This design comes from an exercise in tuning for small area, a short achievable clock period and few clock cycles on the open sky130 flow, not from production work.
Function was checked by simulation only, so behaviour that the tests miss may differ from the original.
Power is estimated from default activity; no workload was simulated.

## flow/design.v (module list and top-level ports; edited modules follow where they fit)
// module fmul2: 55 lines
// module fsub2: 96 lines
// module ksadd: 26 lines
// module ksinc: 22 lines
// module mant_mul: 789 lines
// module dstep4: 16 lines
// module dstep2: 10 lines
// module fdiv_it: 63 lines
// module MyDesign: 283 lines
module MyDesign (clock, reset, go, rdAddress, wrAddress, WE, readbus, writebus, overflow, finished);
  // ...
==> flow/run.sh <==
#!/bin/bash
# synth_recipe.tcl (not shown) runs the flow's synth.tcl, then flattens the netlist and writes it again
# the make line also repeats each setting of config.mk as NAME=value (left out here)
make -C /OpenROAD-flow-scripts/flow DESIGN_CONFIG=/design/flow/config.mk WORK_HOME=/design/flow/orfs CLKGATE_MAP_FILE= SYNTH_SCRIPT=/design/flow/synth_recipe.tcl finish
==> flow/config.mk <==
export PLATFORM = sky130hd
export DESIGN_NAME = MyDesign
export DESIGN_NICKNAME = MyDesign
export VERILOG_FILES = /design/flow/design.v
export SDC_FILE = /design/flow/constraint.sdc
export NUM_CORES = 8
export LEC_CHECK = 0
export ABC_AREA = 1
export CAP_MARGIN = 30
export CORE_MARGIN = 2
export CORE_UTILIZATION = 35
export PLACE_DENSITY = 0.45
export SLEW_MARGIN = 30
==> flow/constraint.sdc <==
create_clock -name core_clock -period 30.0 [get_ports {clock}]
set_input_delay 6.0000 -clock core_clock [delete_from_list [all_inputs] [get_ports {clock}]]
set_output_delay 6.0000 -clock core_clock [all_outputs]
set_load 0.01 [all_outputs]
==> impl_metrics.xml, run 1 <==
<?xml version="1.0" encoding="UTF-8"?>
<metrics>
  <group name="clock_tree">
    <metric name="post_cts_resize_count" unit="">0</metric>
    <metric name="htree_num_levels" unit="">4</metric>
  </group>
  <group name="floorplanning">
    <metric name="starting_utilization_of_the_core_area" unit="%">35.2</metric>
    <metric name="core_area" unit="sq um">288000</metric>
    <metric name="placement_rows" unit="">197</metric>
    <metric name="n_tap_cell" unit="">3781</metric>
  </group>
  <group name="route">
    <metric name="drc" unit="">0</metric>
  </group>
  <group name="pwr">
    <metric name="swShare" unit="%">38.8</metric>
    <metric name="p_sw" unit="W">0.00221</metric>
    <metric name="pg_comb" unit="W">0.00195</metric>
    <metric name="clock_net_power" unit="W">0.00189</metric>
    <metric name="power.clock.fraction" unit="%">33.3</metric>
    <metric name="power.combinational.fraction" unit="%">34.2</metric>
  </group>
  <group name="grt">
    <metric name="grt_first_pass_wirelength" unit="mm">779</metric>
  </group>
  <group name="critical_path">
    <metric name="cp-end-kind" unit="">flop</metric>
    <metric name="critical_path_peak_fanout" unit="">30</metric>
    <metric name="cp.required" unit="ps">30720</metric>
    <metric name="worstPathArrival" unit="ps">9320</metric>
    <metric name="path_buf_inv" unit="">6</metric>
    <metric name="crit-reg2reg-capture" unit="">XR[22]$_DFFE_PP_</metric>
  </group>
  <group name="worst_hold_path">
    <metric name="min_path_type" unit="">flop to flop</metric>
    <metric name="hp-start" unit="">u_s.z[11]$_DFFE_PP_</metric>
    <metric name="timing.hold.worst_endpoint" unit="">PH9[11]$_DFFE_PP_</metric>
  </group>
  <group name="yosys">
    <metric name="basic_gate_share_of_the_synthesized_area_counting_and_or_nand_and_nor_cells" unit="%">20.9</metric>
    <metric name="post-synth-top-area-fraction" unit="%">19.6</metric>
    <metric name="postSynth.topFlopCell" unit="">sky130_fd_sc_hd__edfxtp_1</metric>
    <metric name="yosys.cell_count.top_type" unit="">sky130_fd_sc_hd__nand2_1</metric>
    <metric name="postSynthNetCount" unit="">14400</metric>
    <metric name="synth.distinct_cells" unit="">77</metric>
  </group>
  <group name="timing">
    <metric name="timing.final.crit_period" unit="ps">8600</metric>
    <metric name="final_worst_clock_skew" unit="ps">64.3</metric>
    <metric name="worstMarginPinSlew" unit="ps">1150</metric>
  </group>
  <group name="finish">
    <metric name="multi_input_area_share" unit="%">55.1</metric>
    <metric name="num-multi-input-gates" unit="">9470</metric>
    <metric name="multi_input_area" unit="sq um">62200</metric>
    <metric name="sequential_cell_area" unit="sq um">29400</metric>
  </group>
  <group name="placed_design">
    <metric name="portBuffers" unit="">83</metric>
  </group>
  <group name="status">
    <metric name="run_status" unit="">finished clean</metric>
  </group>
</metrics>
Testbench counts, summed over its fixed seeds: cycles 9,864.
==> module fdiv_it, before the edit <==
module fdiv_it (clock, go, a, b, z);
input         clock, go;
input  [31:0] a, b;
output reg [31:0] z;
wire        sa = a[31], sb = b[31];
wire [7:0]  ea = a[30:23], eb = b[30:23];
wire        za = (ea == 8'd0), zb = (eb == 8'd0);
wire        ia = (ea == 8'hff), ib = (eb == 8'hff);
wire        na = ia & (a[22:0] != 23'd0), nb = ib & (b[22:0] != 23'd0);
wire [23:0] ma = {1'b1, a[22:0]};
wire [23:0] mb = {1'b1, b[22:0]};
wire [23:0] ltd;
wire        ge;
ksadd #(.N(24)) cmp (.a(ma), .b(~mb), .ci(1'b1), .s(ltd), .co(ge));
wire        lt = ~ge;
wire [9:0]  x0 = {2'b0, ea} - {2'b0, eb} + 10'd127 - {9'd0, lt};
wire [1:0]  c0 = (na | nb | (za & zb) | (ia & ib)) ? 2'd3 :
                 (ia | zb) ? 2'd2 :
                 (za | ib) ? 2'd1 : 2'd0;
wire [24:0] r1a, r1b;
wire        r1ac, r1bc;
ksadd #(.N(25)) sub1a (.a({1'b0, ma}), .b(~{1'b0, mb}), .ci(1'b1), .s(r1a), .co(r1ac));
ksadd #(.N(25)) sub1b (.a({ma, 1'b0}), .b(~{1'b0, mb}), .ci(1'b1), .s(r1b), .co(r1bc));
wire [24:0] r1 = lt ? r1b : r1a;
reg [23:0] r, d1;
reg [25:0] d3;
reg [24:0] q;
reg [9:0]  x;
reg        s;
reg [1:0]  c;
reg [3:0]  n;
reg        rnd;
wire [23:0] ra, rb;
wire [1:0]  qa;
wire        qb;
dstep4 sa_ (r,  d1, {d1, 1'b0}, d3, ra, qa);
dstep2 sb_ (ra, d1, rb, qb);
always @(posedge clock) begin
	if (go) begin
		r <= r1[23:0]; d1 <= mb; d3 <= {1'b0, mb, 1'b0} + {2'b00, mb};
		q <= 25'd1;
		x <= x0; s <= sa ^ sb; c <= c0;
		n <= 4'd8;
	end else if (n != 4'd0) begin
		r <= rb; q <= {q[21:0], qa, qb};
		n <= n - 4'd1;
	end
	rnd <= (n == 4'd1) & ~go;
end
wire        stk = (r != 24'd0);
wire        up = q[0] & (stk | q[1]);
wire [24:0] mr = {1'b0, q[24:1]} + {24'd0, up};
wire [9:0]  xr = x + {9'd0, mr[24]};
wire [22:0] mf = mr[24] ? mr[23:1] : mr[22:0];
always @(posedge clock) if (rnd) begin
	if (c == 2'd3)                        z <= 32'h7fc00000;
	else if (c == 2'd2)                   z <= {s, 8'hff, 23'd0};
	else if (c == 2'd1)                   z <= {s, 31'd0};
	else if (xr[9] | (xr[8:0] == 9'd0))   z <= {s, 31'd0};
	else if (xr[8] | (xr[7:0] == 8'hff))  z <= {s, 8'hff, 23'd0};
	else                                  z <= {s, xr[7:0], mf};
end
endmodule
==> run 2: changes to the inputs <==
--- a/flow/design.v
+++ b/flow/design.v
@@ -1036,7 +1036,8 @@
 ksadd #(.N(25)) sub1a (.a({1'b0, ma}), .b(~{1'b0, mb}), .ci(1'b1), .s(r1a), .co(r1ac));
 ksadd #(.N(25)) sub1b (.a({ma, 1'b0}), .b(~{1'b0, mb}), .ci(1'b1), .s(r1b), .co(r1bc));
 wire [24:0] r1 = lt ? r1b : r1a;
-reg [23:0] r, d1;
+reg [23:0] r;
+wire [23:0] d1 = mb;    
 reg [25:0] d3;
 reg [24:0] q;
 reg [9:0]  x;
@@ -1051,7 +1052,7 @@
 dstep2 sb_ (ra, d1, rb, qb);
 always @(posedge clock) begin
 	if (go) begin
-		r <= r1[23:0]; d1 <= mb; d3 <= {1'b0, mb, 1'b0} + {2'b00, mb};
+		r <= r1[23:0]; d3 <= {1'b0, mb, 1'b0} + {2'b00, mb};
 		q <= 25'd1;
 		x <= x0; s <= sa ^ sb; c <= c0;
 		n <= 4'd8;
--- a/flow/config.mk
+++ b/flow/config.mk
@@ -9,5 +9,6 @@
 export CAP_MARGIN = 30
 export CORE_MARGIN = 2
 export CORE_UTILIZATION = 35
+export CTS_BUF_LIST = sky130_fd_sc_hd__clkbuf_8
 export PLACE_DENSITY = 0.45
 export SLEW_MARGIN = 30
==> run 2 against run 1 <==
- critical endpoint unchanged
- final cell count grew 0.10%
- highest routed layer unchanged
- setup slack lost 430 ps
- largest power group unchanged
- via count is essentially flat
- non-clock buffer count grew 25
- critical path type unchanged
==> impl_metrics.xml, run 2 <==
<?xml version="1.0" encoding="UTF-8"?>
<metrics>
  <group name="placed_design">
    <metric name="dp_hpwl" unit="mm">427</metric>
    <metric name="portBuffers" unit="">83</metric>
    <metric name="dpl.cell_count" unit="">16800</metric>
    <metric name="gpl.final_weighted_congestion" unit="">1.07</metric>
  </group>
  <group name="grt">
    <metric name="number_of_antenna_violations_at_the_first_check_in_global_routing" unit="">44</metric>
    <metric name="globalRoute.totalOverflow" unit="">0</metric>
    <metric name="grt_first_pass_wirelength" unit="mm">792</metric>
    <metric name="first_global_vias" unit="">99800</metric>
    <metric name="grt_max_degree" unit="">66</metric>
    <metric name="globalRouteTotalUtil" unit="%">38.3</metric>
  </group>
  <group name="clock_tree">
    <metric name="cts_tree" unit="">done</metric>
    <metric name="htree_num_levels" unit="">4</metric>
    <metric name="cts.path.max_buffers" unit="">4</metric>
    <metric name="cts_buffers" unit="">223</metric>
    <metric name="post_cts_resize_count" unit="">0</metric>
    <metric name="worst_skew_pair_later_pin_latency" unit="ps">1100</metric>
    <metric name="clock-root-buffer" unit="">sky130_fd_sc_hd__clkbuf_8</metric>
    <metric name="clk_transition_reported_paths" unit="ps">60</metric>
    <metric name="cts_hold_repair.buffers" unit="">0</metric>
    <metric name="post-cts-setup-buffers" unit="">0</metric>
    <metric name="clkSinkCount" unit="">1116</metric>
  </group>
  <group name="worst_hold_path">
    <metric name="min_path_type" unit="">flop to flop</metric>
    <metric name="hold_depth" unit="">0</metric>
  </group>
  <group name="critical_path">
    <metric name="startpoint_type" unit="">flop</metric>
    <metric name="worst_r2r_path_depth" unit="">39</metric>
    <metric name="critical_path_class" unit="">flop to flop</metric>
    <metric name="cp-end-kind" unit="">flop</metric>
    <metric name="critical-path-slowest-cell" unit="">sky130_fd_sc_hd__a2111oi_1</metric>
    <metric name="critical_path_cell_count" unit="">39</metric>
    <metric name="critical_path_peak_fanout" unit="">32</metric>
    <metric name="path_buf_inv" unit="">4</metric>
    <metric name="cp.required" unit="ps">30950</metric>
    <metric name="cp_slowest_stage_delay" unit="ps">850</metric>
    <metric name="worstPathArrival" unit="ps">9980</metric>
    <metric name="worst_path_most_repeated_cell" unit="">sky130_fd_sc_hd__nand2_1</metric>
    <metric name="timing.critical_path.max_delay_family" unit="">simple AND/OR/NAND/NOR gates</metric>
  </group>
  <group name="timing">
    <metric name="finalMaxSlewViolations" unit="">0</metric>
    <metric name="timing.final.hold_violations" unit="">0</metric>
    <metric name="final_worst_clock_skew" unit="ps">97.8</metric>
    <metric name="finalSetupTns" unit="ps">0</metric>
    <metric name="worstMarginPinSlew" unit="ps">1140</metric>
    <metric name="finalSetupViolCount" unit="">0</metric>
    <metric name="timing.final.crit_share" unit="%">30.1</metric>
    <metric name="max_freq" unit="MHz">111</metric>
    <metric name="timing.final.crit_period" unit="ps">9030</metric>
    <metric name="slew_headroom" unit="%">23.1</metric>
    <metric name="grt_setup_unrepaired" unit="">no</metric>
  </group>
  <group name="finish">
    <metric name="layout.cells.non_filler" unit="">17200</metric>
    <metric name="fillerInstances" unit="">29900</metric>
    <metric name="nets_final" unit="">14300</metric>
    <metric name="layout.cells.most_common" unit="">sky130_fd_sc_hd__nand2_1</metric>
    <metric name="drive_above_1_share" unit="%">7.53</metric>
    <metric name="mostFrequentLayoutCells" unit="">sky130_fd_sc_hd__nand2_1, sky130_fd_sc_hd__inv_1, sky130_fd_sc_hd__nor2_1, sky130_fd_sc_hd__o22ai_1, sky130_fd_sc_hd__xor2_1</metric>
    <metric name="largestRegisters" unit="">u_m1.s1 x48, u_m2.s1 x48</metric>
    <metric name="areaGrowthSynthToFinish" unit="%">11.6</metric>
  </group>
  <group name="route">
    <metric name="via_per_inst" unit="">6.00</metric>
    <metric name="firstDrtPassIters" unit="">9</metric>
    <metric name="detailedRoute.firstIterationViolations" unit="">13600</metric>
    <metric name="via_count" unit="">103000</metric>
    <metric name="postRouteAntennaNets" unit="">0</metric>
    <metric name="drt-wirelength-per-cell" unit="um">33.3</metric>
    <metric name="finalWirelength" unit="mm">575</metric>
    <metric name="drc" unit="">0</metric>
  </group>
  <group name="floorplanning">
    <metric name="starting_utilization_of_the_core_area" unit="%">35.2</metric>
    <metric name="core_area" unit="sq um">285000</metric>
    <metric name="io-pin-count" unit="">84</metric>
    <metric name="die_w" unit="um">540</metric>
    <metric name="dieArea" unit="sq um">291000</metric>
    <metric name="placement_rows" unit="">196</metric>
    <metric name="die-height" unit="um">540</metric>
  </group>
  <group name="yosys">
    <metric name="synth_commonest_cells" unit="">sky130_fd_sc_hd__nand2_1, sky130_fd_sc_hd__inv_1, sky130_fd_sc_hd__nor2_1</metric>
    <metric name="syn_area_per_cell" unit="sq um">7.64</metric>
    <metric name="yosys.cell_count.top_type" unit="">sky130_fd_sc_hd__nand2_1</metric>
    <metric name="postSynthRegisterBits" unit="">1116</metric>
    <metric name="leading_area_contributor_after_synthesis" unit="">sky130_fd_sc_hd__edfxtp_1</metric>
    <metric name="postSynthNetCount" unit="">14300</metric>
    <metric name="synth.top_cells.by_area" unit="">sky130_fd_sc_hd__edfxtp_1, sky130_fd_sc_hd__fa_1, sky130_fd_sc_hd__nand2_1</metric>
    <metric name="synth.distinct_cells" unit="">76</metric>
    <metric name="postSynth.topFlopCell" unit="">sky130_fd_sc_hd__edfxtp_1</metric>
    <metric name="ys_async_sr_fraction" unit="%">0</metric>
    <metric name="synth-warning-count" unit="">9</metric>
    <metric name="post-synth-top-area-fraction" unit="%">19.1</metric>
    <metric name="synth_area" unit="sq um">100000</metric>
    <metric name="ys_seq_area_share" unit="%">28.6</metric>
    <metric name="synth_enable_flop_cells" unit="">639</metric>
    <metric name="netlist_instances" unit="">13200</metric>
  </group>
  <group name="pwr">
    <metric name="seq_power_share" unit="%">32.4</metric>
    <metric name="power.combinational.fraction" unit="%">35.9</metric>
    <metric name="power.total" unit="W">0.00568</metric>
    <metric name="ir_drop" unit="uV">57.0</metric>
    <metric name="p_int" unit="W">0.00335</metric>
    <metric name="static-leakage-power" unit="nW">51.4</metric>
    <metric name="swShare" unit="%">41.0</metric>
    <metric name="power.density" unit="nW/um^2">50.7</metric>
    <metric name="p_sw" unit="W">0.00233</metric>
    <metric name="power.clock.fraction" unit="%">31.7</metric>
  </group>
  <group name="run">
    <metric name="timing.max_cap.violations" unit="">0</metric>
  </group>
  <group name="status">
    <metric name="run_status" unit="">finished clean</metric>
  </group>
</metrics>
==> run 2: changes by cell type after synthesis, sizes merged, moves of 20 or more <==
cell | previous run | this run
o211ai | 114 | 71
nand3 | 634 | 581
o21ai | 605 | 647
nand2 | 2652 | 2597
edfxtp | 661 | 639
a211oi | 53 | 33
o22ai | 835 | 815
xnor2 | 109 | 140
a21oi | 586 | 555
a31oi | 51 | 71
o221ai | 60 | 86
clkbuf | 443 | 422
==> run 2: through the flow <==
| step | setup slack [ps] | area (sq um) | hold WS (ps) | utilization, % |
|---|---|---|---|---|
| after floorplan | 23300 | 100000 | 391 | - |
| after global placement | 21260 | 107000 | 438 | 37.4 |
| after detailed placement | 21110 | 107000 | 443 | 37.5 |
| after CTS | 21080 | 112000 | 430 | 39.2 |
| after global routing | 20320 | 112000 | 437 | 39.3 |
| final | 20970 | 112000 | 396 | 39.3 |
==> run 2: cell type report <==
type	instances	area, sq um	share of cell area (%)
Clock buffer	272	3740	3.34
Sequential cell	1116	28700	25.7
Multi-Input combinational cell	9346	61900	55.3
Clock inverter	145	1190	1.06
Timing Repair Buffer	476	3850	3.43
Antenna cell	48	120	0.107
Inverter	2074	7790	6.95
Tap cell	3762	4710	4.20
==> run 2: worst reg2reg max path: cells and delay by family, from the launching register on <==
family / cells / cell delay [ps]
AND/OR/NAND/NOR: 25 / 3830
XOR/XNOR: 1 / 190
buffers and inverters: 4 / 960
AO/OA/AOI/OAI: 5 / 1880
flip-flops: 1 / 340
adder cells (fa/ha/maj): 4 / 1690
==> run 2: power by group through the flow <==
stage / Sequential, W / Combinational, W / Clock, W
floorplan: 0.00181 / 0.00135 / 0
global placement: 0.00186 / 0.00198 / 0
detailed placement: 0.00186 / 0.00198 / 0
CTS: 0.00183 / 0.00200 / 0.00182
global route: 0.00184 / 0.00224 / 0.00188
finish: 0.00184 / 0.00204 / 0.00180
==> run 2: worst paths after layout <==
path / slack [ps] / endpoint / start
setup / recovery: 20970 / XR[22]$_DFFE_PP_ / u_m1.s1[9]$_DFF_P_
hold / removal: 400 / PH9[2]$_DFFE_PP_ / u_s.z[2]$_DFFE_PP_
setup reg to reg: 20970 / XR[22]$_DFFE_PP_ / u_m1.s1[9]$_DFF_P_
hold reg to reg: 400 / PH9[2]$_DFFE_PP_ / u_s.z[2]$_DFFE_PP_
==> run 2: cells by family after synthesis <==
kind of cell | share of synthesized area (%)
DFF | 28.6
buffers and inverters | 10.3
muxes | 0.0399
and+or+nand+nor | 20.5
xor gates and xnor gates | 7.07
adders and majority gates | 17.0
AOI/OAI and AO/OA | 16.4
==> run 2: routing by layer <==
metal | vias to the layer above | global-route usage (%) | routed length (um) | share of wire [%]
met1 | 50700 | 48.2 | 227000 | 39
met3 | 1652 | 11.2 | 60900 | 11
met2 | 6437 | 56.8 | 242000 | 42
met4 | 24 | 25.0 | 45400 | 7.9
met5 | - | 0.230 | 228 | 0.040
li1 | 44500 | - | - | -
Testbench counts of run 2, summed over its fixed seeds: cycles 9,864.
==> module fmul2, before the edit <==
module fmul2 (clock, a, b, en2, z, zn);
input         clock;
input  [31:0] a, b;
input         en2;
output reg [31:0] z;
output     [31:0] zn;       
wire [7:0]  ea = a[30:23], eb = b[30:23];
wire        za = (ea == 8'd0), zb = (eb == 8'd0);
wire        ia = (ea == 8'hff), ib = (eb == 8'hff);
wire        na = ia & (a[22:0] != 23'd0), nb = ib & (b[22:0] != 23'd0);
wire [1:0]  cls = (na | nb | (ia & zb) | (ib & za)) ? 2'd3 :
                  (ia | ib) ? 2'd2 : (za | zb) ? 2'd1 : 2'd0;
wire [47:0] ps, pc;
mant_mul mm (.a({1'b1, a[22:0]}), .b({1'b1, b[22:0]}), .s(ps), .c(pc));
reg [47:0] s1, c1;
reg [9:0]  e1;
reg        sz1;
reg [1:0]  cl1;
always @(posedge clock) begin
	s1 <= ps; c1 <= pc;
	e1 <= {2'b0, ea} + {2'b0, eb} - 10'd127;
	sz1 <= a[31] ^ b[31];
	cl1 <= cls;
end
wire [21:0] lsum;
wire        co1;
ksadd #(.N(22)) lo (.a(s1[21:0]), .b(c1[21:0]), .ci(1'b0), .s(lsum), .co(co1));
wire [21:0] zx = (s1[21:0] ^ c1[21:0]) ^ {(s1[20:0] | c1[20:0]), 1'b0};
wire        lz1 = (zx == 22'd0);
wire [25:0] p;
wire        pco;
ksadd #(.N(26)) hi (.a(s1[47:22]), .b(c1[47:22]), .ci(co1), .s(p), .co(pco));
wire        n1 = p[25];
wire [23:0] m0 = n1 ? p[25:2] : p[24:1];
wire        g  = n1 ? p[1] : p[0];
wire        st = n1 ? (p[0] | ~lz1) : ~lz1;
wire        up = g & (st | m0[0]);
wire [23:0] mi;
wire        mco;
ksinc #(.N(24)) inc (.a(m0), .ci(up), .s(mi), .co(mco));
wire [9:0]  e0 = e1 + {9'd0, n1} + {9'd0, mco};
wire [22:0] mf = mco ? 23'd0 : mi[22:0];
reg  [31:0] zr;
always @(*) begin
	if (cl1 == 2'd3)                       zr = 32'h7fc00000;
	else if (cl1 == 2'd2)                  zr = {sz1, 8'hff, 23'd0};
	else if (cl1 == 2'd1)                  zr = {sz1, 31'd0};
	else if (e0[9])                        zr = {sz1, 31'd0};
	else if (e0[8] | (e0[7:0] == 8'hff))   zr = {sz1, 8'hff, 23'd0};
	else if (e0[7:0] == 8'd0)              zr = {sz1, 31'd0};
	else                                   zr = {sz1, e0[7:0], mf};
end
assign zn = zr;
always @(posedge clock) if (en2) z <= zr;
endmodule
==> run 3: changes to the inputs <==
--- a/flow/design.v
+++ b/flow/design.v
@@ -27,17 +27,20 @@
 ksadd #(.N(22)) lo (.a(s1[21:0]), .b(c1[21:0]), .ci(1'b0), .s(lsum), .co(co1));
 wire [21:0] zx = (s1[21:0] ^ c1[21:0]) ^ {(s1[20:0] | c1[20:0]), 1'b0};
 wire        lz1 = (zx == 22'd0);
-wire [25:0] p;
-wire        pco;
-ksadd #(.N(26)) hi (.a(s1[47:22]), .b(c1[47:22]), .ci(co1), .s(p), .co(pco));
+wire [25:0] p0, p1;
+ksadd2 #(.N(26)) hi (.a(s1[47:22]), .b(c1[47:22]), .s0(p0), .s1(p1));
+wire [25:0] p = co1 ? p1 : p0;
 wire        n1 = p[25];
 wire [23:0] m0 = n1 ? p[25:2] : p[24:1];
 wire        g  = n1 ? p[1] : p[0];
 wire        st = n1 ? (p[0] | ~lz1) : ~lz1;
 wire        up = g & (st | m0[0]);
-wire [23:0] mi;
-wire        mco;
-ksinc #(.N(24)) inc (.a(m0), .ci(up), .s(mi), .co(mco));
+wire [23:0] i2, i1;
+wire        c2, c1i;
+ksinc #(.N(24)) inc2 (.a(p[25:2]), .ci(1'b1), .s(i2), .co(c2));
+ksinc #(.N(24)) inc1 (.a(p[24:1]), .ci(1'b1), .s(i1), .co(c1i));
+wire [23:0] mi = up ? (n1 ? i2 : i1) : m0;
+wire        mco = up & (n1 ? c2 : c1i);
 wire [9:0]  e0 = e1 + {9'd0, n1} + {9'd0, mco};
 wire [22:0] mf = mco ? 23'd0 : mi[22:0];
 reg  [31:0] zr;
@@ -197,6 +200,30 @@
 assign s = a ^ p[LV][N-1:0];
 assign co = p[LV][N];
 endmodule
+module ksadd2 (a, b, s0, s1);
+parameter N = 8;
+input  [N-1:0] a, b;
+output [N-1:0] s0, s1;
+localparam LV = 6;     
+wire [N-1:0] g [0:LV];
+wire [N-1:0] p [0:LV];
+assign g[0] = a & b;
+assign p[0] = a ^ b;
+genvar l, i;
+generate for (l = 0; l < LV; l = l + 1) begin : lv
+	for (i = 0; i < N; i = i + 1) begin : bt
+		if (i >= (1 << l)) begin : c
+			assign g[l+1][i] = g[l][i] | (p[l][i] & g[l][i - (1 << l)]);
+			assign p[l+1][i] = p[l][i] & p[l][i - (1 << l)];
+		end else begin : n
+			assign g[l+1][i] = g[l][i];
+			assign p[l+1][i] = p[l][i];
+		end
+	end
+end endgenerate
+assign s0 = (a ^ b) ^ {g[LV][N-2:0], 1'b0};
+assign s1 = (a ^ b) ^ {g[LV][N-2:0] | p[LV][N-2:0], 1'b1};
+endmodule
 module mant_mul (input [23:0] a, input [23:0] b, output [47:0] s, output [47:0] c);
 wire [25:0] bb = {2'b00, b};
 wire [26:0] bx = {bb, 1'b0};
--- a/flow/config.mk
+++ b/flow/config.mk
@@ -9,6 +9,5 @@
 export CAP_MARGIN = 30
 export CORE_MARGIN = 2
 export CORE_UTILIZATION = 35
-export CTS_BUF_LIST = sky130_fd_sc_hd__clkbuf_8
 export PLACE_DENSITY = 0.45
 export SLEW_MARGIN = 30
==> run 3 against run 2 <==
- total power rose by 9.1%
- critical endpoint is now XR[18]$_DFFE_PP_
- first-iteration DRC count grew 9.7%
- wire length is 3.7% higher
- fmax up 7.9%
- worst hold slack better by 63 ps
- final cell count is 5.9% higher
- flip-flop and latch count stayed put
- non-clock buffer count is 3 lower
- design area increased by 3.8%
- clock power is 8% higher
- global-route usage down 0.16 points
==> impl_metrics.xml, run 3 <==
<?xml version="1.0" encoding="UTF-8"?>
<metrics>
  <group name="status">
    <metric name="run_status" unit="">finished clean</metric>
  </group>
  <group name="critical_path">
    <metric name="reg2reg_from" unit="">u_m1.s1[15]$_DFF_P_</metric>
    <metric name="cp-end-kind" unit="">flop</metric>
    <metric name="crit-reg2reg-capture" unit="">XR[18]$_DFFE_PP_</metric>
    <metric name="cp.required" unit="ps">30710</metric>
    <metric name="worst_r2r_path_depth" unit="">31</metric>
    <metric name="timing.critical_path.max_delay_family" unit="">simple AND/OR/NAND/NOR gates</metric>
    <metric name="critical_path_peak_fanout" unit="">50</metric>
    <metric name="critical_path_class" unit="">flop to flop</metric>
    <metric name="worstPathArrival" unit="ps">9080</metric>
    <metric name="critical-path-slowest-cell" unit="">sky130_fd_sc_hd__a21oi_2</metric>
    <metric name="path_buf_inv" unit="">7</metric>
    <metric name="cp_slowest_stage_delay" unit="ps">590</metric>
    <metric name="startpoint_type" unit="">flop</metric>
    <metric name="r2r_setup_slack" unit="ps">21640</metric>
  </group>
  <group name="placed_design">
    <metric name="dp_hpwl" unit="mm">445</metric>
    <metric name="gpl.final_weighted_congestion" unit="">1.05</metric>
    <metric name="portBuffers" unit="">83</metric>
    <metric name="dpl.cell_count" unit="">18000</metric>
  </group>
  <group name="floorplanning">
    <metric name="starting_utilization_of_the_core_area" unit="%">35.2</metric>
    <metric name="die-height" unit="um">550</metric>
    <metric name="io-pin-count" unit="">84</metric>
    <metric name="core_area" unit="sq um">297000</metric>
    <metric name="dieArea" unit="sq um">303000</metric>
    <metric name="die_w" unit="um">550</metric>
    <metric name="placement_rows" unit="">200</metric>
  </group>
  <group name="pwr">
    <metric name="power.density" unit="nW/um^2">53.2</metric>
    <metric name="static-leakage-power" unit="nW">53.4</metric>
    <metric name="seq_power_share" unit="%">29.5</metric>
    <metric name="p_int" unit="W">0.00359</metric>
    <metric name="swShare" unit="%">42.0</metric>
    <metric name="p_sw" unit="W">0.00260</metric>
    <metric name="ir_drop" unit="uV">72.0</metric>
    <metric name="power.combinational.fraction" unit="%">39.1</metric>
    <metric name="power.clock.fraction" unit="%">31.4</metric>
  </group>
  <group name="timing">
    <metric name="slew_headroom" unit="%">21.3</metric>
    <metric name="timing.final.crit_period" unit="ps">8360</metric>
    <metric name="finalMaxSlewViolations" unit="">0</metric>
    <metric name="timing.final.crit_share" unit="%">27.9</metric>
    <metric name="finalSetupTns" unit="ps">0</metric>
    <metric name="max_freq" unit="MHz">120</metric>
    <metric name="worstMarginPinSlew" unit="ps">1180</metric>
    <metric name="finalSetupViolCount" unit="">0</metric>
    <metric name="final_worst_clock_skew" unit="ps">71.3</metric>
    <metric name="timing.final.hold_violations" unit="">0</metric>
    <metric name="grt_setup_unrepaired" unit="">no</metric>
  </group>
  <group name="yosys">
    <metric name="leading_area_contributor_after_synthesis" unit="">sky130_fd_sc_hd__edfxtp_1</metric>
    <metric name="synth_commonest_cells" unit="">sky130_fd_sc_hd__nand2_1, sky130_fd_sc_hd__inv_1, sky130_fd_sc_hd__nor2_1</metric>
    <metric name="synth_area" unit="sq um">104000</metric>
    <metric name="postSynthRegisterBits" unit="">1116</metric>
    <metric name="postSynthNetCount" unit="">15300</metric>
    <metric name="synth-warning-count" unit="">10</metric>
    <metric name="synth.distinct_cells" unit="">80</metric>
    <metric name="ys_async_sr_fraction" unit="%">0</metric>
    <metric name="postSynth.topFlopCell" unit="">sky130_fd_sc_hd__edfxtp_1</metric>
    <metric name="netlist_instances" unit="">14200</metric>
    <metric name="yosys.cell_count.top_type" unit="">sky130_fd_sc_hd__nand2_1</metric>
    <metric name="ys_seq_area_share" unit="%">27.5</metric>
    <metric name="synth.top_cells.by_area" unit="">sky130_fd_sc_hd__edfxtp_1, sky130_fd_sc_hd__nand2_1, sky130_fd_sc_hd__fa_1</metric>
    <metric name="synth_enable_flop_cells" unit="">639</metric>
    <metric name="syn_area_per_cell" unit="sq um">7.36</metric>
    <metric name="post-synth-top-area-fraction" unit="%">18.4</metric>
  </group>
  <group name="finish">
    <metric name="mostFrequentLayoutCells" unit="">sky130_fd_sc_hd__nand2_1, sky130_fd_sc_hd__inv_1, sky130_fd_sc_hd__nor2_1, sky130_fd_sc_hd__o22ai_1, sky130_fd_sc_hd__nand3_1</metric>
    <metric name="layout.cells.non_filler" unit="">18300</metric>
    <metric name="drive_above_1_share" unit="%">6.20</metric>
    <metric name="areaGrowthSynthToFinish" unit="%">11.4</metric>
    <metric name="nets_final" unit="">15300</metric>
    <metric name="layout.cells.most_common" unit="">sky130_fd_sc_hd__nand2_1</metric>
    <metric name="largestRegisters" unit="">u_m1.s1 x48, u_m2.s1 x48</metric>
  </group>
  <group name="clock_tree">
    <metric name="cts_buffers" unit="">149</metric>
    <metric name="cts_hold_repair.buffers" unit="">0</metric>
    <metric name="post_cts_resize_count" unit="">0</metric>
    <metric name="cts_tree" unit="">done</metric>
    <metric name="clk_transition_reported_paths" unit="ps">60</metric>
    <metric name="clkSinkCount" unit="">1116</metric>
    <metric name="worst_skew_pair_later_pin_latency" unit="ps">910</metric>
    <metric name="clock-root-buffer" unit="">sky130_fd_sc_hd__clkbuf_16</metric>
    <metric name="htree_num_levels" unit="">4</metric>
    <metric name="post-cts-setup-buffers" unit="">0</metric>
    <metric name="cts.path.max_buffers" unit="">4</metric>
  </group>
  <group name="route">
    <metric name="drc" unit="">0</metric>
    <metric name="finalWirelength" unit="mm">596</metric>
    <metric name="postRouteAntennaNets" unit="">0</metric>
    <metric name="firstDrtPassIters" unit="">9</metric>
    <metric name="via_per_inst" unit="">6.02</metric>
    <metric name="via_count" unit="">110000</metric>
    <metric name="drt-wirelength-per-cell" unit="um">32.6</metric>
    <metric name="detailedRoute.firstIterationViolations" unit="">14900</metric>
  </group>
  <group name="run">
    <metric name="timing.max_cap.violations" unit="">0</metric>
  </group>
  <group name="grt">
    <metric name="number_of_antenna_violations_at_the_first_check_in_global_routing" unit="">48</metric>
    <metric name="grt_max_degree" unit="">66</metric>
    <metric name="first_global_vias" unit="">106000</metric>
    <metric name="globalRouteTotalUtil" unit="%">38.1</metric>
    <metric name="grt_first_pass_wirelength" unit="mm">821</metric>
    <metric name="globalRoute.totalOverflow" unit="">0</metric>
  </group>
  <group name="worst_hold_path">
    <metric name="hold_depth" unit="">0</metric>
    <metric name="hp-start" unit="">u_s.z[7]$_DFFE_PP_</metric>
    <metric name="timing.hold.worst_endpoint" unit="">PH9[7]$_DFFE_PP_</metric>
    <metric name="min_path_type" unit="">flop to flop</metric>
  </group>
</metrics>
run 3: cell types whose count changed after synthesis, sizes merged, moves of 19 or more:
| cell | before | now |
|---|---|---|
| nor3 | 145 | 169 |
| o2111ai | 88 | 61 |
| o22ai | 815 | 842 |
| buf | 196 | 153 |
| nand4 | 213 | 244 |
| nand2 | 2597 | 2965 |
| nand3 | 581 | 815 |
| inv | 2019 | 2100 |
| a21oi | 555 | 660 |
| clkbuf | 422 | 495 |
| a31oi | 71 | 46 |
| o21ai | 647 | 667 |
| a221oi | 108 | 89 |
| nor2 | 976 | 1185 |
run 3: routing by layer:
| metal | GRT usage [%] | part of all wire (%) | vias up |
|---|---|---|---|
| li1 | - | - | 47600 |
| met1 | 48.7 | 40 | 53600 |
| met4 | 20.6 | 6.5 | 44 |
| met2 | 56.4 | 42 | 6953 |
| met5 | 0.782 | 0.081 | - |
| met3 | 12.8 | 12 | 1684 |
run 3: cells by family after synthesis:
logic type	count (synthesis)	share of synthesized area (%)
XOR/XNOR	779	6.54
buffers and inverters	2806	10.3
adder cells (fa/ha/maj)	1070	16.4
AND/OR/NAND/NOR	5658	23.2
AO/OA/AOI/OAI	2765	16.1
flip-flops	1116	27.5
run 3: stage by stage:
stage | utilization, % | area, sq um | worst slack (ps) | total power [W] | hold WS (ps)
floorplan | - | 104000 | 23240 | 0.00340 | 391
global route | 39.2 | 116000 | 21060 | 0.00654 | 478
detailed placement | 37.4 | 111000 | 21760 | 0.00423 | 450
global placement | 37.3 | 111000 | 21600 | 0.00423 | 443
finish | 39.2 | 116000 | 21640 | 0.00619 | 459
CTS | 39.1 | 116000 | 21720 | 0.00617 | 466
run 3: worst max path at each step:
stage                                   start                to  slack, ps  cells past startpoint
after CTS                 u_m1.c1[19]$_DFF_P_   XR[6]$_DFFE_PP_      21720                     32
after global placement    u_m1.s1[19]$_DFF_P_   XR[9]$_DFFE_PP_      21600                     32
after floorplan                            go   t[5]$_SDFF_PP0_      23240                      5
after global routing      u_m1.s1[19]$_DFF_P_   XR[6]$_DFFE_PP_      21060                     32
after detailed placement  u_m1.s1[15]$_DFF_P_   XR[6]$_DFFE_PP_      21760                     31
final                     u_m1.s1[15]$_DFF_P_  XR[18]$_DFFE_PP_      21640                     31
run 3: final cells by class:
cell class / instances / area [sq um]
Inverter: 2158 / 8110
Tap cell: 3939 / 4930
Sequential cell: 1116 / 28700
Timing Repair Buffer: 473 / 3760
Fill cell: 31200 / 181000
Multi-Input combinational cell: 10300 / 65600
Antenna cell: 25 / 62.6
Clock inverter: 68 / 887
Clock buffer: 203 / 4280
run 3: power groups by stage:
stage | Combinational [W] | Sequential (W) | Clock [W]
after global placement | 0.00238 | 0.00185 | 0
final | 0.00242 | 0.00183 | 0.00194
after detailed placement | 0.00238 | 0.00185 | 0
after global routing | 0.00270 | 0.00184 | 0.00201
after CTS | 0.00239 | 0.00182 | 0.00196
after floorplan | 0.00159 | 0.00181 | 0
Testbench counts of run 3, summed over its fixed seeds: cycles 9,864.
==> run 4: changes to the inputs <==
--- a/flow/design.v
+++ b/flow/design.v
@@ -13,12 +13,18 @@
 wire [47:0] ps, pc;
 mant_mul mm (.a({1'b1, a[22:0]}), .b({1'b1, b[22:0]}), .s(ps), .c(pc));
 reg [47:0] s1, c1;
-reg [9:0]  e1;
+wire [9:0]  ek0 = {2'b0, ea} + {2'b0, eb} - 10'd127;
+wire [9:0]  ek1 = {2'b0, ea} + {2'b0, eb} - 10'd126;
+wire [9:0]  ek2 = {2'b0, ea} + {2'b0, eb} - 10'd125;
+wire [2:0]  zk = {ek2[9] | (~ek2[8] & (ek2[7:0] == 8'd0)), ek1[9] | (~ek1[8] & (ek1[7:0] == 8'd0)), ek0[9] | (~ek0[8] & (ek0[7:0] == 8'd0))};
+wire [2:0]  ik = {~ek2[9] & (ek2[8] | (ek2[7:0] == 8'hff)), ~ek1[9] & (ek1[8] | (ek1[7:0] == 8'hff)), ~ek0[9] & (ek0[8] | (ek0[7:0] == 8'hff))};
+reg [7:0]  x0, x1, x2;
+reg [2:0]  zk1, ik1;
 reg        sz1;
 reg [1:0]  cl1;
 always @(posedge clock) begin
 	s1 <= ps; c1 <= pc;
-	e1 <= {2'b0, ea} + {2'b0, eb} - 10'd127;
+	x0 <= ek0[7:0]; x1 <= ek1[7:0]; x2 <= ek2[7:0]; zk1 <= zk; ik1 <= ik;
 	sz1 <= a[31] ^ b[31];
 	cl1 <= cls;
 end
@@ -27,31 +33,30 @@
 ksadd #(.N(22)) lo (.a(s1[21:0]), .b(c1[21:0]), .ci(1'b0), .s(lsum), .co(co1));
 wire [21:0] zx = (s1[21:0] ^ c1[21:0]) ^ {(s1[20:0] | c1[20:0]), 1'b0};
 wire        lz1 = (zx == 22'd0);
-wire [25:0] p0, p1;
-ksadd2 #(.N(26)) hi (.a(s1[47:22]), .b(c1[47:22]), .s0(p0), .s1(p1));
-wire [25:0] p = co1 ? p1 : p0;
+wire [25:0] p;
+wire        pco;
+ksadd #(.N(26)) hi (.a(s1[47:22]), .b(c1[47:22]), .ci(co1), .s(p), .co(pco));
 wire        n1 = p[25];
 wire [23:0] m0 = n1 ? p[25:2] : p[24:1];
 wire        g  = n1 ? p[1] : p[0];
 wire        st = n1 ? (p[0] | ~lz1) : ~lz1;
 wire        up = g & (st | m0[0]);
-wire [23:0] i2, i1;
-wire        c2, c1i;
-ksinc #(.N(24)) inc2 (.a(p[25:2]), .ci(1'b1), .s(i2), .co(c2));
-ksinc #(.N(24)) inc1 (.a(p[24:1]), .ci(1'b1), .s(i1), .co(c1i));
-wire [23:0] mi = up ? (n1 ? i2 : i1) : m0;
-wire        mco = up & (n1 ? c2 : c1i);
-wire [9:0]  e0 = e1 + {9'd0, n1} + {9'd0, mco};
+wire [23:0] mi;
+wire        mco;
+ksinc #(.N(24)) inc (.a(m0), .ci(up), .s(mi), .co(mco));
 wire [22:0] mf = mco ? 23'd0 : mi[22:0];
+wire        k2 = n1 & mco, k0 = ~n1 & ~mco, k1 = ~k2 & ~k0;
+wire        ez = (k0 & zk1[0]) | (k1 & zk1[1]) | (k2 & zk1[2]);
+wire        ei = (k0 & ik1[0]) | (k1 & ik1[1]) | (k2 & ik1[2]);
+wire [7:0]  ex = ({8{k0}} & x0) | ({8{k1}} & x1) | ({8{k2}} & x2);
 reg  [31:0] zr;
 always @(*) begin
 	if (cl1 == 2'd3)                       zr = 32'h7fc00000;
 	else if (cl1 == 2'd2)                  zr = {sz1, 8'hff, 23'd0};
 	else if (cl1 == 2'd1)                  zr = {sz1, 31'd0};
-	else if (e0[9])                        zr = {sz1, 31'd0};
-	else if (e0[8] | (e0[7:0] == 8'hff))   zr = {sz1, 8'hff, 23'd0};
-	else if (e0[7:0] == 8'd0)              zr = {sz1, 31'd0};
-	else                                   zr = {sz1, e0[7:0], mf};
+	else if (ez)                           zr = {sz1, 31'd0};
+	else if (ei)                           zr = {sz1, 8'hff, 23'd0};
+	else                                   zr = {sz1, ex, mf};
 end
 assign zn = zr;
 always @(posedge clock) if (en2) z <= zr;
==> run 4 against run 3 <==
- clock skew up 5.6 ps
- count of clock-buffer cells in the layout rose by 13
- fmax is 5.1% higher
- synthesized cell count is 6.5% lower
- critical path type is now flop to output port
- die area decreased by 2.7%
- worst hold slack improved by 8.6 ps
==> impl_metrics.xml, run 4 <==
<?xml version="1.0" encoding="UTF-8"?>
<metrics>
  <group name="status">
    <metric name="run_status" unit="">finished clean</metric>
  </group>
  <group name="timing">
    <metric name="finalSetupTns" unit="ps">0</metric>
    <metric name="fin_worst_hold_slack" unit="ps">468</metric>
    <metric name="finalMaxSlewViolations" unit="">0</metric>
    <metric name="max_freq" unit="MHz">126</metric>
    <metric name="finalSetupViolCount" unit="">0</metric>
    <metric name="worstMarginPinSlew" unit="ps">1190</metric>
    <metric name="timing.final.crit_period" unit="ps">7960</metric>
    <metric name="slew_headroom" unit="%">20.7</metric>
    <metric name="timing.final.crit_share" unit="%">26.5</metric>
    <metric name="timing.final.hold_violations" unit="">0</metric>
    <metric name="final_worst_clock_skew" unit="ps">76.9</metric>
    <metric name="grt_setup_unrepaired" unit="">no</metric>
  </group>
  <group name="placed_design">
    <metric name="post_dp_cell_area" unit="sq um">108000</metric>
    <metric name="gpl.final_weighted_congestion" unit="">1.03</metric>
    <metric name="dp_hpwl" unit="mm">420</metric>
    <metric name="portBuffers" unit="">83</metric>
    <metric name="dpl.cell_count" unit="">17000</metric>
  </group>
  <group name="critical_path">
    <metric name="path_buf_inv" unit="">1</metric>
    <metric name="critical_path_class" unit="">flop to output port</metric>
    <metric name="reg2reg_from" unit="">c_sel_M1_b[1]$_SDFF_PN0_</metric>
    <metric name="critical-path-slowest-cell" unit="">sky130_fd_sc_hd__clkdlybuf4s50_1</metric>
    <metric name="worstPathArrival" unit="ps">1960</metric>
    <metric name="cells_along_the_critical_path" unit="">clkdlybuf4s50_1</metric>
    <metric name="cp-end-kind" unit="">output port</metric>
    <metric name="cp.required" unit="ps">24000</metric>
    <metric name="startpoint_type" unit="">flop</metric>
    <metric name="critical_path_cell_count" unit="">1</metric>
    <metric name="critical_path_peak_fanout" unit="">1</metric>
    <metric name="worst_r2r_path_depth" unit="">23</metric>
    <metric name="setup.worst_path.start" unit="">rdAddress[2]$_SDFF_PP0_</metric>
    <metric name="timing.critical_path.max_delay_family" unit="">buffers and inverters</metric>
    <metric name="cp_slowest_stage_delay" unit="ps">640</metric>
  </group>
  <group name="floorplanning">
    <metric name="placement_rows" unit="">197</metric>
    <metric name="die_w" unit="um">543</metric>
    <metric name="starting_utilization_of_the_core_area" unit="%">35.2</metric>
    <metric name="core_area" unit="sq um">289000</metric>
    <metric name="dieArea" unit="sq um">295000</metric>
    <metric name="io-pin-count" unit="">84</metric>
    <metric name="die-height" unit="um">543</metric>
  </group>
  <group name="clock_tree">
    <metric name="cts_tree" unit="">done</metric>
    <metric name="cts.path.max_buffers" unit="">4</metric>
    <metric name="cts_hold_repair.buffers" unit="">0</metric>
    <metric name="worst_skew_pair_later_pin_latency" unit="ps">890</metric>
    <metric name="clk_transition_reported_paths" unit="ps">60</metric>
    <metric name="post_cts_resize_count" unit="">0</metric>
    <metric name="clock-root-buffer" unit="">sky130_fd_sc_hd__clkbuf_16</metric>
    <metric name="cts_buffers" unit="">155</metric>
    <metric name="htree_num_levels" unit="">4</metric>
    <metric name="post-cts-setup-buffers" unit="">0</metric>
    <metric name="clkSinkCount" unit="">1154</metric>
  </group>
  <group name="yosys">
    <metric name="synth_enable_flop_cells" unit="">639</metric>
    <metric name="ys_async_sr_fraction" unit="%">0</metric>
    <metric name="netlist_instances" unit="">13300</metric>
    <metric name="ys_seq_area_share" unit="%">29.0</metric>
    <metric name="postSynthNetCount" unit="">14400</metric>
    <metric name="synth_commonest_cells" unit="">sky130_fd_sc_hd__nand2_1, sky130_fd_sc_hd__inv_1, sky130_fd_sc_hd__nor2_1</metric>
    <metric name="synth.distinct_cells" unit="">80</metric>
    <metric name="postSynth.topFlopCell" unit="">sky130_fd_sc_hd__edfxtp_1</metric>
    <metric name="synth-warning-count" unit="">9</metric>
    <metric name="syn_area_per_cell" unit="sq um">7.66</metric>
    <metric name="yosys.cell_count.top_type" unit="">sky130_fd_sc_hd__nand2_1</metric>
    <metric name="leading_area_contributor_after_synthesis" unit="">sky130_fd_sc_hd__edfxtp_1</metric>
    <metric name="post-synth-top-area-fraction" unit="%">18.9</metric>
    <metric name="postSynthRegisterBits" unit="">1154</metric>
    <metric name="synth_area" unit="sq um">102000</metric>
    <metric name="synth.top_cells.by_area" unit="">sky130_fd_sc_hd__edfxtp_1, sky130_fd_sc_hd__dfxtp_1, sky130_fd_sc_hd__fa_1</metric>
  </group>
  <group name="grt">
    <metric name="grt_max_degree" unit="">61</metric>
    <metric name="globalRouteTotalUtil" unit="%">36.8</metric>
    <metric name="number_of_antenna_violations_at_the_first_check_in_global_routing" unit="">41</metric>
    <metric name="grt_first_pass_wirelength" unit="mm">775</metric>
    <metric name="globalRoute.totalOverflow" unit="">0</metric>
    <metric name="first_global_vias" unit="">101000</metric>
  </group>
  <group name="pwr">
    <metric name="power.density" unit="nW/um^2">50.1</metric>
    <metric name="ir_drop" unit="uV">56.2</metric>
    <metric name="static-leakage-power" unit="nW">51.0</metric>
  </group>
  <group name="route">
    <metric name="via_per_inst" unit="">5.97</metric>
    <metric name="firstDrtPassIters" unit="">9</metric>
    <metric name="via_count" unit="">103000</metric>
    <metric name="drc" unit="">0</metric>
    <metric name="drt-wirelength-per-cell" unit="um">32.2</metric>
    <metric name="finalWirelength" unit="mm">557</metric>
    <metric name="detailedRoute.firstIterationViolations" unit="">14300</metric>
    <metric name="postRouteAntennaNets" unit="">0</metric>
  </group>
  <group name="finish">
    <metric name="fillerInstances" unit="">30000</metric>
    <metric name="nets_final" unit="">14400</metric>
    <metric name="layout.cells.most_common" unit="">sky130_fd_sc_hd__nand2_1</metric>
    <metric name="layout.cells.non_filler" unit="">17300</metric>
    <metric name="mostFrequentLayoutCells" unit="">sky130_fd_sc_hd__nand2_1, sky130_fd_sc_hd__inv_1, sky130_fd_sc_hd__nor2_1, sky130_fd_sc_hd__o22ai_1, sky130_fd_sc_hd__xor2_1</metric>
    <metric name="drive_above_1_share" unit="%">6.44</metric>
    <metric name="final_standard_cell_utilization_of_the_core" unit="%">39.3</metric>
    <metric name="final_design_area_no_fill" unit="sq um">113000</metric>
    <metric name="largestRegisters" unit="">u_m1.s1 x48, u_m2.s1 x48</metric>
    <metric name="areaGrowthSynthToFinish" unit="%">11.6</metric>
  </group>
  <group name="worst_hold_path">
    <metric name="hold_depth" unit="">2</metric>
    <metric name="hp-start" unit="">overflow$_SDFFE_PP0P_</metric>
    <metric name="min_path_type" unit="">flop to flop</metric>
  </group>
  <group name="run">
    <metric name="timing.max_cap.violations" unit="">0</metric>
  </group>
</metrics>
-- run 4: power by group --
group          internal [W]  switching [W]
registers           0.00178      0.0000959
logic              0.000641        0.00126
clock network       0.00110       0.000819
-- run 4: path summary, 6_finish.rpt --
kind | endpoint | slack [ps]
worst min-delay path | overflow$_SDFFE_PP0P_ | 470
worst max register to register | u_m1.c1[26]$_DFF_P_ | 22360
worst max-delay path | rdAddress[2] | 22040
worst min register to register | overflow$_SDFFE_PP0P_ | 470
-- run 4: through the flow --
step                      total power, W  worst slack, ps
after detailed placement         0.00377            22190
final                            0.00569            22040
after global placement           0.00376            22250
after floorplan                  0.00321            23080
after CTS                        0.00569            21940
after global routing             0.00599            21600
-- run 4: routing by layer --
| layer | vias to the layer above | GRT usage [%] | share of wire (%) |
|---|---|---|---|
| met5 | - | 0 | 0.023 |
| met4 | 18 | 20.2 | 6.5 |
| met3 | 1503 | 9.95 | 11 |
| met2 | 6355 | 55.3 | 43 |
| met1 | 50600 | 47.5 | 40 |
| li1 | 44800 | - | - |
-- run 4: area by class of cell --
type,count,area (sq um),area share (%)
sequential,1154,29500,26.0
timing repair buffer,466,3730,3.28
antenna,17,42.5,0.0375
multi-input combinational,9465,62600,55.2
clock inverter,69,692,0.610
clock buffer,216,4380,3.86
inverter,2034,7640,6.73
tap,3880,4850,4.28
-- run 4: cells by family (layout without fill, tap and decap cells) --
kind of cell    after synthesis  count (layout)  share of synthesized area (%)
fa+ha+maj                  1082            1082                           17.0
other cells                   0              17                              0
buf+inv                    2653            2785                           9.97
flops                      1154            1154                           29.0
compound gates             2753            2753                           16.6
mux                           6               6                         0.0615
xor+xnor                    812             812                           6.99
simple gates               4812            4812                           20.3
Testbench counts of run 4, summed over its fixed seeds: cycles 9,864.
==> run 5: changes to the inputs <==
--- a/flow/config.mk
+++ b/flow/config.mk
@@ -9,5 +9,7 @@
 export CAP_MARGIN = 30
 export CORE_MARGIN = 2
 export CORE_UTILIZATION = 35
+export CTS_CLUSTER_DIAMETER = 105
+export CTS_CLUSTER_SIZE = 20
 export PLACE_DENSITY = 0.45
 export SLEW_MARGIN = 30
==> run 5 against run 4 <==
- first-iteration DRC count is 2.8% lower
- critical path depth stayed put
- design area is 1.9% lower
- non-clock buffer count is 1 higher
- clock skew is 32 ps higher
- count of clock-buffer cells in the layout is 106 lower
- sequential share of layout area is 0.50 points higher
- die area stayed put
- global-route usage is 0.11 points lower
- final cell count is 0.71% lower
==> impl_metrics.xml, run 5 <==
<?xml version="1.0" encoding="UTF-8"?>
<metrics>
  <group name="route">
    <metric name="drt-wirelength-per-cell" unit="um">32.3</metric>
    <metric name="firstDrtPassIters" unit="">7</metric>
    <metric name="detailedRoute.firstIterationViolations" unit="">13900</metric>
    <metric name="drc" unit="">0</metric>
    <metric name="via_per_inst" unit="">5.99</metric>
    <metric name="via_count" unit="">103000</metric>
    <metric name="postRouteAntennaNets" unit="">0</metric>
    <metric name="finalWirelength" unit="mm">555</metric>
  </group>
  <group name="finish">
    <metric name="areaGrowthSynthToFinish" unit="%">9.47</metric>
    <metric name="sequential_cell_area" unit="sq um">29500</metric>
    <metric name="layout.cells.most_common" unit="">sky130_fd_sc_hd__nand2_1</metric>
    <metric name="final_design_area_no_fill" unit="sq um">111000</metric>
    <metric name="fillerInstances" unit="">30100</metric>
    <metric name="drive_above_1_share" unit="%">5.72</metric>
    <metric name="layout.cells.non_filler" unit="">17200</metric>
    <metric name="largestRegisters" unit="">u_m1.s1 x48, u_m2.s1 x48</metric>
    <metric name="mostFrequentLayoutCells" unit="">sky130_fd_sc_hd__nand2_1, sky130_fd_sc_hd__inv_1, sky130_fd_sc_hd__nor2_1, sky130_fd_sc_hd__o22ai_1, sky130_fd_sc_hd__xor2_1</metric>
    <metric name="nets_final" unit="">14300</metric>
    <metric name="multi_input_area" unit="sq um">62600</metric>
  </group>
  <group name="run">
    <metric name="timing.max_cap.violations" unit="">0</metric>
  </group>
  <group name="status">
    <metric name="run_status" unit="">finished clean</metric>
  </group>
  <group name="yosys">
    <metric name="synth.top_cells.by_area" unit="">sky130_fd_sc_hd__edfxtp_1, sky130_fd_sc_hd__dfxtp_1, sky130_fd_sc_hd__fa_1</metric>
    <metric name="syn_area_per_cell" unit="sq um">7.66</metric>
    <metric name="postSynthRegisterBits" unit="">1154</metric>
    <metric name="postSynth.topFlopCell" unit="">sky130_fd_sc_hd__edfxtp_1</metric>
    <metric name="leading_area_contributor_after_synthesis" unit="">sky130_fd_sc_hd__edfxtp_1</metric>
    <metric name="synth.distinct_cells" unit="">80</metric>
    <metric name="synth_area" unit="sq um">102000</metric>
    <metric name="ys_seq_area_share" unit="%">29.0</metric>
    <metric name="yosys.cell_count.top_type" unit="">sky130_fd_sc_hd__nand2_1</metric>
    <metric name="synth-warning-count" unit="">9</metric>
    <metric name="postSynthNetCount" unit="">14400</metric>
    <metric name="post-synth-top-area-fraction" unit="%">18.9</metric>
    <metric name="ys_async_sr_fraction" unit="%">0</metric>
    <metric name="synth_commonest_cells" unit="">sky130_fd_sc_hd__nand2_1, sky130_fd_sc_hd__inv_1, sky130_fd_sc_hd__nor2_1</metric>
    <metric name="synth_enable_flop_cells" unit="">639</metric>
    <metric name="netlist_instances" unit="">13300</metric>
  </group>
  <group name="timing">
    <metric name="slew_headroom" unit="%">17.3</metric>
    <metric name="max_freq" unit="MHz">126</metric>
    <metric name="grt_setup_unrepaired" unit="">no</metric>
    <metric name="final_worst_clock_skew" unit="ps">109</metric>
    <metric name="worstMarginPinSlew" unit="ps">1230</metric>
    <metric name="finalMaxSlewViolations" unit="">0</metric>
    <metric name="finalSetupViolCount" unit="">0</metric>
    <metric name="timing.final.crit_period" unit="ps">7950</metric>
    <metric name="timing.final.crit_share" unit="%">26.5</metric>
    <metric name="timing.final.hold_violations" unit="">0</metric>
    <metric name="finalSetupTns" unit="ps">0</metric>
  </group>
  <group name="clock_tree">
    <metric name="cts.path.max_buffers" unit="">4</metric>
    <metric name="post_cts_resize_count" unit="">0</metric>
    <metric name="cts_tree" unit="">done</metric>
    <metric name="clock-root-buffer" unit="">sky130_fd_sc_hd__clkbuf_16</metric>
    <metric name="cts_buffers" unit="">88</metric>
    <metric name="post-cts-setup-buffers" unit="">0</metric>
    <metric name="htree_num_levels" unit="">3</metric>
    <metric name="worst_skew_pair_later_pin_latency" unit="ps">930</metric>
    <metric name="clk_transition_reported_paths" unit="ps">80</metric>
    <metric name="cts_hold_repair.buffers" unit="">0</metric>
    <metric name="clkSinkCount" unit="">1154</metric>
  </group>
  <group name="floorplanning">
    <metric name="die_w" unit="um">543</metric>
    <metric name="core_area" unit="sq um">289000</metric>
    <metric name="io-pin-count" unit="">84</metric>
    <metric name="die-height" unit="um">543</metric>
    <metric name="starting_utilization_of_the_core_area" unit="%">35.2</metric>
    <metric name="dieArea" unit="sq um">295000</metric>
    <metric name="placement_rows" unit="">197</metric>
  </group>
  <group name="critical_path">
    <metric name="critical_path_peak_fanout" unit="">1</metric>
    <metric name="path_buf_inv" unit="">1</metric>
    <metric name="timing.critical_path.max_delay_family" unit="">buffers and inverters</metric>
    <metric name="cp-end-kind" unit="">output port</metric>
    <metric name="cp_slowest_stage_delay" unit="ps">640</metric>
    <metric name="reg2reg_from" unit="">c_sel_M1_b[7]$_SDFF_PN0_</metric>
    <metric name="crit-reg2reg-capture" unit="">u_m1.c1[31]$_DFF_P_</metric>
    <metric name="worstPathArrival" unit="ps">1950</metric>
    <metric name="cp.required" unit="ps">24000</metric>
    <metric name="worst_r2r_path_depth" unit="">21</metric>
    <metric name="r2r_setup_slack" unit="ps">22360</metric>
    <metric name="cells_along_the_critical_path" unit="">clkdlybuf4s50_1</metric>
    <metric name="critical-path-slowest-cell" unit="">sky130_fd_sc_hd__clkdlybuf4s50_1</metric>
    <metric name="startpoint_type" unit="">flop</metric>
    <metric name="setup.worst_path.start" unit="">rdAddress[2]$_SDFF_PP0_</metric>
    <metric name="critical_path_class" unit="">flop to output port</metric>
    <metric name="timing.critical_path.to" unit="">rdAddress[2]</metric>
    <metric name="critical_path_cell_count" unit="">1</metric>
  </group>
  <group name="placed_design">
    <metric name="portBuffers" unit="">83</metric>
    <metric name="dp_hpwl" unit="mm">420</metric>
    <metric name="gpl.final_weighted_congestion" unit="">1.03</metric>
    <metric name="post_dp_cell_area" unit="sq um">108000</metric>
    <metric name="dpl.cell_count" unit="">17000</metric>
  </group>
  <group name="worst_hold_path">
    <metric name="min_path_type" unit="">flop to flop</metric>
  </group>
  <group name="pwr">
    <metric name="p_int" unit="W">0.00301</metric>
    <metric name="static-leakage-power" unit="nW">49.9</metric>
    <metric name="power.combinational.fraction" unit="%">37.3</metric>
    <metric name="swShare" unit="%">40.8</metric>
    <metric name="power.clock.fraction" unit="%">26.0</metric>
    <metric name="p_sw" unit="W">0.00208</metric>
    <metric name="power.density" unit="nW/um^2">45.7</metric>
    <metric name="ir_drop" unit="uV">51.0</metric>
    <metric name="seq_power_share" unit="%">36.7</metric>
  </group>
  <group name="grt">
    <metric name="number_of_antenna_violations_at_the_first_check_in_global_routing" unit="">41</metric>
    <metric name="globalRouteTotalUtil" unit="%">36.7</metric>
    <metric name="first_global_vias" unit="">99800</metric>
    <metric name="globalRoute.totalOverflow" unit="">0</metric>
    <metric name="grt_max_degree" unit="">61</metric>
    <metric name="grt_first_pass_wirelength" unit="mm">772</metric>
  </group>
</metrics>
run 5: cell counts after synthesis:
No cell type changed its count.
run 5: routing by layer:
metal / vias up / track usage [%] / wire length [um]
li1: 44600 / - / -
met1: 50600 / 47.6 / 224000
met2: 6225 / 55.2 / 235000
met3: 1446 / 9.45 / 59100
met4: 16 / 20.2 / 36700
met5: - / 0 / 304
run 5: power by group through the flow:
stage	sequential (W)	combinational [W]	clock, W
after floorplan	0.00186	0.00135	0
after global placement	0.00190	0.00186	0
after global routing	0.00188	0.00212	0.00139
after detailed placement	0.00190	0.00187	0
final	0.00187	0.00190	0.00132
after CTS	0.00186	0.00188	0.00134
run 5: layout make-up:
| type | instances | share of cell area, % |
|---|---|---|
| multi-input cells | 9465 | 56.3 |
| flip-flops and latches | 1154 | 26.5 |
| inverters | 2034 | 6.86 |
| well taps | 3880 | 4.36 |
| repair buffers | 467 | 3.35 |
| clock buffers | 110 | 2.11 |
| clock inverters | 44 | 0.498 |
| diodes | 25 | 0.0562 |
run 5: cell families after synthesis:
| kind of cell | count (synthesis) | share of synthesized area (%) |
|---|---|---|
| buffers and inverters | 2653 | 9.97 |
| adders and majority gates | 1082 | 17.0 |
| xor gates and xnor gates | 812 | 6.99 |
| AOI/OAI and AO/OA | 2753 | 16.6 |
| and+or+nand+nor | 4812 | 20.3 |
| DFF | 1154 | 29.0 |
| muxes | 6 | 0.0615 |
run 5: through the flow:
step                      hold WS, ps  utilization, %  power, W  setup slack [ps]
after floorplan                   391               -   0.00321             23080
after global placement            457            37.5   0.00376             22250
after detailed placement          452            37.5   0.00377             22190
after CTS                         472            38.5   0.00509             21970
after global routing              521            38.6   0.00539             21620
final                             469            38.6   0.00509             22050
run 5: how the worst min path moves through the flow:
stage / startpoint / endpoint / slack [ps] / depth (start not counted)
6_report: overflow$_SDFFE_PP0P_ / overflow$_SDFFE_PP0P_ / 470 / 2
3_3_place_gp: overflow$_SDFFE_PP0P_ / overflow$_SDFFE_PP0P_ / 460 / 2
5_1_grt: overflow$_SDFFE_PP0P_ / overflow$_SDFFE_PP0P_ / 520 / 2
3_5_place_dp: overflow$_SDFFE_PP0P_ / overflow$_SDFFE_PP0P_ / 450 / 2
2_1_floorplan: RB[28]$_DFF_P_ / RB2[28]$_DFF_P_ / 390 / 0
4_1_cts: overflow$_SDFFE_PP0P_ / overflow$_SDFFE_PP0P_ / 470 / 2
==> run 6: changes to the inputs <==
--- a/flow/config.mk
+++ b/flow/config.mk
@@ -10,6 +10,6 @@
 export CORE_MARGIN = 2
 export CORE_UTILIZATION = 35
 export CTS_CLUSTER_DIAMETER = 105
-export CTS_CLUSTER_SIZE = 20
+export CTS_CLUSTER_SIZE = 24
 export PLACE_DENSITY = 0.45
 export SLEW_MARGIN = 30
==> run 6 against run 5 <==
- still clean on timing, DRC and antenna
- combinational power hardly changed
- first-iteration DRC count rose by 1.8%
- via count barely moved
- worst hold slack gained 2.1 ps
- sequential power hardly changed
- fmax increased by 0.12%
- synthesized cell count is the same
- wire length is 0.11% lower
- critical path type unchanged
- critical endpoint unchanged
- largest cell class unchanged
==> impl_metrics.xml, run 6 <==
<?xml version="1.0" encoding="UTF-8"?>
<metrics>
  <group name="status">
    <metric name="run_status" unit="">finished clean</metric>
  </group>
  <group name="pwr">
    <metric name="power.combinational.fraction" unit="%">37.2</metric>
    <metric name="seq_power_share" unit="%">36.6</metric>
    <metric name="p_int" unit="W">0.00299</metric>
    <metric name="p_sw" unit="W">0.00211</metric>
    <metric name="static-leakage-power" unit="nW">49.9</metric>
  </group>
  <group name="critical_path">
    <metric name="startpoint_type" unit="">flop</metric>
    <metric name="reg2reg_from" unit="">c_sel_M1_b[1]$_SDFF_PN0_</metric>
    <metric name="cp_slowest_stage_delay" unit="ps">640</metric>
    <metric name="critical_path_peak_fanout" unit="">1</metric>
    <metric name="worst_r2r_path_depth" unit="">22</metric>
    <metric name="critical_path_class" unit="">flop to output port</metric>
  </group>
  <group name="yosys">
    <metric name="ys_async_sr_fraction" unit="%">0</metric>
    <metric name="syn_area_per_cell" unit="sq um">7.66</metric>
    <metric name="synth-warning-count" unit="">9</metric>
    <metric name="netlist_instances" unit="">13300</metric>
    <metric name="synth.distinct_cells" unit="">80</metric>
    <metric name="leading_area_contributor_after_synthesis" unit="">sky130_fd_sc_hd__edfxtp_1</metric>
    <metric name="synth_commonest_cells" unit="">sky130_fd_sc_hd__nand2_1, sky130_fd_sc_hd__inv_1, sky130_fd_sc_hd__nor2_1</metric>
    <metric name="synth.top_cells.by_area" unit="">sky130_fd_sc_hd__edfxtp_1, sky130_fd_sc_hd__dfxtp_1, sky130_fd_sc_hd__fa_1</metric>
  </group>
  <group name="floorplanning">
    <metric name="die-height" unit="um">543</metric>
    <metric name="die_w" unit="um">543</metric>
    <metric name="placement_rows" unit="">197</metric>
    <metric name="starting_utilization_of_the_core_area" unit="%">35.2</metric>
  </group>
  <group name="worst_hold_path">
    <metric name="timing.hold.worst_endpoint" unit="">overflow$_SDFFE_PP0P_</metric>
    <metric name="hold_depth" unit="">2</metric>
    <metric name="min_path_type" unit="">flop to flop</metric>
  </group>
  <group name="clock_tree">
    <metric name="clock-root-buffer" unit="">sky130_fd_sc_hd__clkbuf_16</metric>
    <metric name="cts_buffers" unit="">85</metric>
    <metric name="cts_tree" unit="">done</metric>
    <metric name="clkSinkCount" unit="">1154</metric>
    <metric name="cts.path.max_buffers" unit="">4</metric>
  </group>
  <group name="timing">
    <metric name="max_freq" unit="MHz">126</metric>
    <metric name="finalSetupViolCount" unit="">0</metric>
    <metric name="fin_worst_hold_slack" unit="ps">471</metric>
    <metric name="setup_ws" unit="ps">22050</metric>
    <metric name="timing.final.hold_violations" unit="">0</metric>
  </group>
  <group name="grt">
    <metric name="globalRoute.totalOverflow" unit="">0</metric>
    <metric name="grt_max_degree" unit="">61</metric>
    <metric name="number_of_antenna_violations_at_the_first_check_in_global_routing" unit="">46</metric>
    <metric name="first_global_vias" unit="">99900</metric>
  </group>
  <group name="route">
    <metric name="drt-wirelength-per-cell" unit="um">32.3</metric>
    <metric name="via_count" unit="">103000</metric>
    <metric name="finalWirelength" unit="mm">555</metric>
    <metric name="drc" unit="">0</metric>
  </group>
  <group name="finish">
    <metric name="layout.cells.most_common" unit="">sky130_fd_sc_hd__nand2_1</metric>
    <metric name="drive_above_1_share" unit="%">5.79</metric>
  </group>
  <group name="placed_design">
    <metric name="dp_hpwl" unit="mm">420</metric>
    <metric name="portBuffers" unit="">83</metric>
  </group>
</metrics>
[run 6: cell count changes in the layout (fill, tap and decap cells not counted), moves of 4 or more]
cell                       delta
sky130_fd_sc_hd__clkbuf_1     -9
sky130_fd_sc_hd__clkinv_4     +4
sky130_fd_sc_hd__diode_2     -12
sky130_fd_sc_hd__inv_12       +5
sky130_fd_sc_hd__inv_16       +5
sky130_fd_sc_hd__inv_6        +5
[run 6: through the flow]
step                utilization (%)  instance area [sq um]  cells  total power (W)
floorplan                         -                 102000  13300          0.00321
global placement               37.5                 108000  17000          0.00376
detailed placement             37.5                 108000  17000          0.00377
CTS                            38.5                 111000  17100          0.00510
global route                   38.6                 111000  17200          0.00540
finish                         38.6                 111000  17200          0.00510
[run 6: logic make-up (layout without fill, tap and decap cells)]
group                    after synthesis  in the layout  synth area share (%)
AND/OR/NAND/NOR                     4812           4812                  20.3
flip-flops                          1154           1154                  29.0
other                                  0             13                     0
XOR/XNOR                             812            812                  6.99
adder cells (fa/ha/maj)             1082           1082                  17.0
AO/OA/AOI/OAI                       2753           2753                  16.6
multiplexers                           6              6                0.0615
buffers and inverters               2653           2653                  9.97
[run 6: worst min-delay path: stages (launching register included)]
cell and delay, ps:
sky130_fd_sc_hd__dfxtp_1 320, sky130_fd_sc_hd__inv_1 50, sky130_fd_sc_hd__a21oi_1 60
[run 6: how the worst max path moves through the flow]
stage | from | end | slack (ps) | depth (start not counted)
floorplan | go | t[5]$_SDFF_PP0_ | 23080 | 5
global placement | reset | t[5]$_SDFF_PP0_ | 22250 | 6
detailed placement | reset | t[5]$_SDFF_PP0_ | 22190 | 6
CTS | rdAddress[2]$_SDFF_PP0_ | rdAddress[2] | 21970 | 1
global route | u_d.r[1]$_DFFE_PP_ | u_d.r[12]$_DFFE_PP_ | 21620 | 37
finish | rdAddress[2]$_SDFF_PP0_ | rdAddress[2] | 22050 | 1
[run 6: final cells by class]
class | count | area, sq um | area share (%)
Tap cell | 3880 | 4850 | 4.36
Multi-Input combinational cell | 9465 | 62600 | 56.2
Timing Repair Buffer | 467 | 3740 | 3.36
Sequential cell | 1154 | 29500 | 26.5
Inverter | 2034 | 7640 | 6.86
Clock buffer | 95 | 2210 | 1.98
Clock inverter | 57 | 739 | 0.664
Antenna cell | 13 | 32.5 | 0.0292
[run 6: layer usage]
layer  up-vias  wire, um  global-route usage [%]
met2      6350    236000                    55.3
met1     50400    222000                    47.6
met3      1478     60000                    9.47
met4        26     36200                    19.8
met5         -       248                   0.296
li1      44600         -                       -
[run 6: power groups by stage]
stage	sequential [W]	combinational (W)	clock [W]
floorplan	0.00186	0.00135	0
global placement	0.00190	0.00186	0
detailed placement	0.00190	0.00187	0
CTS	0.00186	0.00188	0.00135
global route	0.00188	0.00212	0.00140
finish	0.00187	0.00190	0.00133

Check on run 6: ideal ports give 22.055 ns setup slack; a clkbuf_16 on the clock port and buf_2 on the inputs give 21.942 ns; moving port delays by the midpoint clock arrival (0.971 ns) as well gives 22.150 ns.
